What follows belongs to an exercise in optimizing a design on an open flow for small area, a short achievable clock period and few clock cycles; a production flow would make more cautious choices. RTL that was checked went through simulation tests only; none was proved equivalent to the original. Power and IR drop assume default switching activity.

==> branch indigo <==
// mat_mul
module mat_mul #
    (
        parameter integer INPUT_SIZE = 49,
        parameter integer RESULT_SIZE = 1,
        parameter integer WEIGHT_SIZE = INPUT_SIZE*RESULT_SIZE,
        parameter integer INPUT_ADDR_SIZE = 10,
        parameter integer RESULT_ADDR_SIZE = 2,
        parameter integer WEIGHT_ADDR_SIZE = 6,
        parameter integer FIXED_POINT_AMOUNT = 12,
        parameter integer DATA_WIDTH = 32
    )
    (
        input wire  s00_axi_aclk,
        input wire  s00_axi_aresetn,
        output wire  s00_axis_tready,
        input  wire  [DATA_WIDTH-1 : 0] s00_axis_tdata,
        input  wire  s00_axis_tlast,
        input  wire  s00_axis_tvalid,
        output wire  m00_axis_tvalid,
        output wire  [DATA_WIDTH-1 : 0] m00_axis_tdata,
        output wire  [(DATA_WIDTH/8)-1 : 0] m00_axis_tstrb,
        output wire  m00_axis_tlast,
        input  wire  m00_axis_tready,
        input wire sel,
        input wire start,
        output wire [DATA_WIDTH-1 : 0] MAC_result,
        output wire valid_MAC_result
    );
clock: 15.0 ns
lec_check: 0
abc_area: 1
cap_margin: 20
core_margin: 2
core_utilization: 55
cts_buf_list: sky130_fd_sc_hd__clkbuf_16
cts_cluster_diameter: 100
cts_cluster_size: 25
place_density: 0.65
slew_margin: 20
standard.sh (not shown) runs the stock make flow with config.mk's settings and CLKGATE_MAP_FILE= SYNTH_SCRIPT=/design/flow/synth_recipe.tcl, a recipe that flattens the netlist after the stock synthesis.
==> flow/flow/run.sh <==
#!/bin/bash
set -euo pipefail
bash standard.sh SETUP_SLACK_MARGIN=10.7 \
    "BUFFER_PORTS_ARGS=-buffer_cell sky130_fd_sc_hd__buf_4" \
    "CTS_ARGS=-sink_clustering_enable -repair_clock_nets -sink_clustering_size 25 -sink_clustering_max_diameter 100 -buf_list sky130_fd_sc_hd__clkbuf_16 -dont_use_dummy_load" \
    finish > flow_make.log 2>&1
==> inputs of branch raven, as changes to branch indigo <==
--- a/flow/design.v
+++ b/flow/design.v
@@ -52,17 +52,17 @@
     wire ins_w = xfer & ~sel;
     wire ins_x = xfer & sel;
     localparam [2:0] SP_IDLE = 3'd0, SP_SYNC = 3'd1, SP_SHIFT = 3'd2,
                      SP_RUN = 3'd3, SP_D1 = 3'd4, SP_D2 = 3'd5;
     reg  [2:0] sp;
     reg        sh1;            
     wire rl = (sp == SP_SHIFT);
     reg        m1v, m1f;       
-    reg        m2v;            
+    reg        m2v, m2f;       
     reg        vq;             
     reg        vr;             
     reg  [31:0] acc;           
     reg  [31:0] res;           
     reg  [31:0] od;            
     reg        s0, s1, s2, tv;
     reg [31:0] w [0:N-1];
     reg [31:0] x [0:N-1];
@@ -81,36 +81,35 @@
     wire [47:0] wenc;
     booth_enc benc (.y(wtap), .e(wenc));
     reg  [47:0] wb;
     always @(posedge clk) wb <= wenc;
     wire [97:0] hb;
     booth_mul44h mul (.e(wb), .m(x[0]), .hb(hb));
     reg  [97:0] ph;
     always @(posedge clk) ph <= hb;
+    wire [31:0] acc_in = m2f ? 32'd0 : acc;
     wire [31:0] acc_sum;
-    acc_add aadd (.a(acc), .hb(ph), .s(acc_sum));
+    acc_add aadd (.a(acc_in), .hb(ph), .s(acc_sum));
     always @(posedge clk) begin
         if (rst)
             acc <= 32'd0;
         else if (rl)
             acc <= x[N-1];
-        else if (m1f)
-            acc <= 32'd0;
         else if (m2v)
             acc <= acc_sum;
     end
     wire [5:0] cw_n = (first & ~sel) ? 6'd1 : inc49(cw);
     always @(posedge clk) begin
         if (rst) begin
             rdy <= 1'b0; busy <= 1'b0; ldx <= 1'b0;
             w_ok <= 1'b0; x_ok <= 1'b0; dirty <= 1'b0;
             cw <= 6'd0; cx <= 6'd0; tsel <= {NT{1'b0}};
             sp <= SP_IDLE; sh1 <= 1'b0;
-            m1v <= 1'b0; m1f <= 1'b0; m2v <= 1'b0;
+            m1v <= 1'b0; m1f <= 1'b0; m2v <= 1'b0; m2f <= 1'b0;
             vq <= 1'b0; res <= 32'd0;
             s0 <= 1'b0; s1 <= 1'b0; s2 <= 1'b0; tv <= 1'b0;
         end else begin
             if (xfer & s00_axis_tlast)
                 busy <= 1'b0;
             else if (first)
                 busy <= 1'b1;
             if (first)
@@ -153,17 +152,17 @@
                 SP_RUN: begin
                     m1v <= 1'b1; m1f <= 1'b0;
                     if (cx == 6'd48) sp <= SP_D1;
                 end
                 SP_D1: sp <= SP_D2;
                 SP_D2: begin sp <= SP_IDLE; dirty <= 1'b0; end
                 default: sp <= SP_IDLE;
             endcase
-            m2v <= m1v;
+            m2v <= m1v; m2f <= m1f;
             vq <= (start & ~dirty) | (sp == SP_D2);
             if (vr) res <= acc;
             s0 <= m00_axis_tready;
             s1 <= s0;
             s2 <= s1;
             tv <= m00_axis_tready | s0 | s1 | s2;
         end
     end
==> flow/flow/run.sh (replaced) <==
#!/bin/bash
set -euo pipefail
bash standard.sh SETUP_SLACK_MARGIN=10.8 \
    "BUFFER_PORTS_ARGS=-buffer_cell sky130_fd_sc_hd__buf_4" \
    "CTS_ARGS=-sink_clustering_enable -repair_clock_nets -sink_clustering_size 25 -sink_clustering_max_diameter 100 -buf_list sky130_fd_sc_hd__clkbuf_16 -dont_use_dummy_load" \
    finish > flow_make.log 2>&1
- CORE_UTILIZATION: 55 -> 65
- PLACE_DENSITY: 0.65 -> 0.72
==> run summary <==
Critical path
The data required time of the critical path is 12.00 ns. In this run the worst path has a maximum fanout of 2.

Logic synthesis
The post-synthesis compound-gate area fraction is 4.776%. Of the post-synthesis cell area, the part taken by muxes is 0.1944%. The area fraction of the dominant cell type after synthesis is 73.76%.

Cells and area
Measured on the final layout, buffering overhead outside the clock network stands at 2.214%. Excluding fillers, the count of instances in the completed layout stands at 9171.

Floorplan
The floorplan step defined a core boundary enclosing 167200 um2.

Routing
The DRC violation total after the first TritonRoute iteration is 4184.

Run status
The flow ran to the end and the layout has no timing, DRC or antenna violations.
-- figures above: branch indigo

==> run summary <==
Logic synthesis
The mux cell area share after synthesis is 0.06065%. The area fraction of the dominant cell type after synthesis is 73.66%. The post-synthesis compound-gate area fraction is 4.942%.

Floorplan
After floorplanning, the core was sized to cover 141600 um2.

Routing
After detailed routing, the number of remaining DRC violations is 0. The DRC violation total after the first TritonRoute iteration is 3751.

Cells and area
The non-filler instance count after layout is 8867. Of all the cell area in the finished design, non-clock buffers hold 2.395%. At the end of the flow, the number of nets in the layout was 7507.

Critical path
The data required time of the critical path is 15.70 ns. The critical-path maximum fanout is 5.

Run status
The flow ran to the end and the layout has no timing, DRC or antenna violations.

Power
The switching power is 3.498 mW.
-- figures above: branch raven

Testbench counts of branch raven, summed over its fixed seeds: cycles 27,609.
No functional check of the RTL was part of branch indigo.

==> run Z: inputs <==
mat_mul, a different RTL version from the one above (not shown whole).
clock: 15.0 ns
lec_check: 0
abc_area: 1
cap_margin: 20
core_margin: 2
core_utilization: 55
cts_buf_list: sky130_fd_sc_hd__clkbuf_16
cts_cluster_diameter: 100
cts_cluster_size: 25
place_density: 0.65
slew_margin: 20
==> flow/flow/run.sh <==
#!/bin/bash
set -euo pipefail
bash standard.sh SETUP_SLACK_MARGIN=11.2 \
    "BUFFER_PORTS_ARGS=-buffer_cell sky130_fd_sc_hd__buf_4" \
    "CTS_ARGS=-sink_clustering_enable -repair_clock_nets -sink_clustering_size 25 -sink_clustering_max_diameter 100 -buf_list sky130_fd_sc_hd__clkbuf_16 -dont_use_dummy_load" \
    finish > flow_make.log 2>&1
==> inputs of run A, as changes to run Z <==
--- a/flow/design.v
+++ b/flow/design.v
@@ -30,33 +30,35 @@
     localparam integer N = 49;
     localparam integer NT = 6;    
     wire clk = s00_axi_aclk;
     wire rst = !s00_axi_aresetn;
     function automatic in_taps(input [5:0] c);
-        in_taps = (c[2:0] == 3'd1);
+        in_taps = (c == 6'd1) || (c == 6'd9) || (c == 6'd17) ||
+                  (c == 6'd25) || (c == 6'd33) || (c == 6'd41);
     endfunction
     function automatic [NT-1:0] tap_onehot(input [5:0] c);
-        tap_onehot = (c[2:0] == 3'd1) ? (6'd1 << c[5:3]) : 6'd0;
+        tap_onehot = {c == 6'd41, c == 6'd33, c == 6'd25, c == 6'd17, c == 6'd9, c == 6'd1};
     endfunction
     function automatic [5:0] inc49(input [5:0] c);
         inc49 = (c == 6'd48) ? 6'd0 : c + 6'd1;
     endfunction
     reg        rdy;            
     reg        busy;           
     reg        ldx;            
     reg        w_ok, x_ok;     
     reg        dirty;          
     reg  [5:0] cw, cx;         
+    reg  [5:0] d;              
     reg  [NT-1:0] tsel;        
     wire xfer  = s00_axis_tvalid & rdy;
     wire first = xfer & ~busy;
     wire ins_w = xfer & ~sel;
     wire ins_x = xfer & sel;
-    localparam [2:0] SP_IDLE = 3'd0, SP_SYNC = 3'd1, SP_SHIFT = 3'd2,
-                     SP_RUN = 3'd3, SP_D1 = 3'd4, SP_D2 = 3'd5;
+    localparam [2:0] SP_IDLE = 3'd0, SP_ALIGN = 3'd1, SP_SHIFT = 3'd2,
+                     SP_WAIT = 3'd3, SP_RUN = 3'd4, SP_D1 = 3'd5, SP_D2 = 3'd6;
     reg  [2:0] sp;
-    reg        sh1;            
+    reg  [5:0] spc;
     wire rl = (sp == SP_SHIFT);
     reg        m1v, m1f;       
     reg        m2v, m2f;       
     reg        vq;             
     reg        vr;             
@@ -94,26 +96,27 @@
         pcy <= lo[12];
     end
     wire [31:0] acc_in = m2f ? 32'd0 : acc;
     wire [31:0] t3 = acc_in ^ ps ^ pc;
     wire [31:0] u3 = (acc_in & ps) | (acc_in & pc) | (ps & pc);
-    wire [31:0] acc_sum = t3 + {u3[30:0], pcy};
+    wire [31:0] acc_sum = t3 + {u3[30:0], 1'b0} + {31'd0, pcy};
     always @(posedge clk) begin
         if (rst)
             acc <= 32'd0;
         else if (rl)
             acc <= x[N-1];
         else if (m2v)
             acc <= acc_sum;
     end
     wire [5:0] cw_n = (first & ~sel) ? 6'd1 : inc49(cw);
+    wire [5:0] dx   = (cw >= cx) ? cw - cx : cw + 6'd49 - cx;
     always @(posedge clk) begin
         if (rst) begin
             rdy <= 1'b0; busy <= 1'b0; ldx <= 1'b0;
             w_ok <= 1'b0; x_ok <= 1'b0; dirty <= 1'b0;
-            cw <= 6'd0; cx <= 6'd0; tsel <= {NT{1'b0}};
-            sp <= SP_IDLE; sh1 <= 1'b0;
+            cw <= 6'd0; cx <= 6'd0; d <= 6'd0; tsel <= {NT{1'b0}};
+            sp <= SP_IDLE; spc <= 6'd0;
             m1v <= 1'b0; m1f <= 1'b0; m2v <= 1'b0; m2f <= 1'b0;
             vq <= 1'b0; res <= 32'd0;
             s0 <= 1'b0; s1 <= 1'b0; s2 <= 1'b0; tv <= 1'b0;
         end else begin
             if (xfer & s00_axis_tlast)
@@ -131,32 +134,36 @@
             else
                 rdy <= in_taps(cw_n);
             cw <= cw_n;
             if (first & sel)
                 cx <= 6'd1;
-            else if (!(rl && sh1))
+            else if (!(rl && spc == 6'd0))
                 cx <= inc49(cx);
             if (first & sel) begin
                 x_ok <= 1'b1; dirty <= 1'b0;
             end else if (first & ~sel) begin
                 w_ok <= 1'b1; dirty <= 1'b1;
             end
-            if (!((first & sel) | (busy & ldx) | (sp == SP_RUN) | (sp == SP_D1) | (sp == SP_D2) |
-                  (((sp == SP_SYNC) | (rl & ~sh1)) & (cx == 6'd0) & in_taps(cw))))
+            if (sp != SP_IDLE)
+                tsel <= tap_onehot(rl && spc == 6'd0 ? inc49(d) : d);
+            else if (!((first & sel) | (busy & ldx)))
                 tsel <= tap_onehot(cw_n);
             m1v <= ins_x;
             m1f <= first & sel;
-            sh1 <= 1'b0;
             case (sp)
-                SP_IDLE: if (start & dirty) sp <= SP_SYNC;
-                SP_SYNC, SP_SHIFT: if (cx == 6'd0 && !(rl && sh1)) begin
-                    if (in_taps(cw)) begin
-                        sp <= SP_RUN;
-                        m1v <= 1'b1; m1f <= 1'b1;
-                    end else begin
-                        sp <= SP_SHIFT; sh1 <= 1'b1;
-                    end
+                SP_IDLE: if (start & dirty) begin sp <= SP_ALIGN; d <= dx; end
+                SP_ALIGN: begin
+                    if (in_taps(d)) sp <= SP_WAIT;
+                    else begin sp <= SP_SHIFT; spc <= 6'd49; end
+                end
+                SP_SHIFT: begin
+                    spc <= spc - 6'd1;
+                    if (spc == 6'd0) begin sp <= SP_ALIGN; d <= inc49(d); end
+                end
+                SP_WAIT: if (cx == 6'd0) begin
+                    sp <= SP_RUN;
+                    m1v <= 1'b1; m1f <= 1'b1;
                 end
                 SP_RUN: begin
                     m1v <= 1'b1; m1f <= 1'b0;
                     if (cx == 6'd48) sp <= SP_D1;
                 end
==> flow/run.sh (new file) <==
#!/bin/bash
# synth_recipe.tcl (not shown) runs the flow's synth.tcl, then flattens the netlist and writes it again
# the make line also repeats each setting of config.mk as NAME=value (left out here)
make -C /OpenROAD-flow-scripts/flow DESIGN_CONFIG=/design/flow/config.mk WORK_HOME=/design/flow/orfs CLKGATE_MAP_FILE= SYNTH_SCRIPT=/design/flow/synth_recipe.tcl finish
- CORE_UTILIZATION: 55 -> 45
- PLACE_DENSITY: 0.65 -> 0.6
removed: flow/flow/run.sh
removed: flow/standard.sh
==> flow_summary.toml <==
[grt]
use_met2 = 0.346
grtUsageMet1 = 0.319

[detailed_routing]
wl_met2_um = 84900
wire_per_inst_um = 21.7

[critical_path]
r2r_setup_slack_ns = 10.71

[sta]
rsz0062_at_grt = "yes"
slew_headroom = 0.220

[pwr]
p_int_mw = 12.9

[synthesis]
synth_area_per_cell_um2 = 13.2

[placed_design]
dp_hpwl_um = 124000

[layout]
fin_area_um2 = 105000

[outcome]
status = "timing/DRC/antenna clean"
(the above is from run Z)
==> flow_summary.toml <==
[outcome]
status = "timing/DRC/antenna clean"

[critical_path]
r2r_setup_slack_ns = 9.78

[sta]
rsz0062_at_grt = "no"
slew_headroom = 0.173

[layout]
fin_area_um2 = 102000

[grt]
use_met2 = 0.273
grtUsageMet1 = 0.267

[synthesis]
synth_area_per_cell_um2 = 12.9

[pwr]
p_int_mw = 12.0

[placed_design]
dp_hpwl_um = 133000

[detailed_routing]
wire_per_inst_um = 19.6
wl_met2_um = 81700
(the above is from run A)
Testbench counts of run Z, summed over its fixed seeds: cycles 27,609.
Testbench counts of run A, summed over its fixed seeds: cycles 27,609.

-- re-timing with driven ports --
Ports are ideal in the flow. The routed layouts listed here were re-timed in OpenROAD. Step 1 assumes that a clkbuf_16 drives the clock port and a buf_2 every other input. Step 2, shift: input delay + t, output delay - t, t = (earliest + latest rising clock arrival at the registers) / 2. This alone moves slack from input paths to output paths. a / b / c = no drivers / after step 1 / after step 2; a / b = the first two.
run | shift t [ns] | slack for setup (ns) | hold WS [ns] | worst register clock-pin slew, ns | cell pins on the clock port's net
branch indigo | 0.869 | 10.608 / 10.523 / 9.860 | 0.275 / 0.275 / 0.275 | 0.10 / 0.10 | 1
branch raven | 0.861 | 10.523 / 10.523 / 10.210 | 0.274 / 0.274 / 0.274 | 0.10 / 0.10 | 1
run Z | 0.875 | 10.686 / 10.591 / 10.355 | 0.288 / 0.288 / 0.288 | 0.10 / 0.10 | 1
run A | 0.918 | 9.781 / 9.781 / 9.258 | 0.300 / 0.300 / 0.300 | 0.10 / 0.10 | 1
After both steps every run listed still meets setup and hold. The setup slack of branch indigo, which loses most, moves by -0.085 ns with the drivers and by -0.748 ns with both steps.
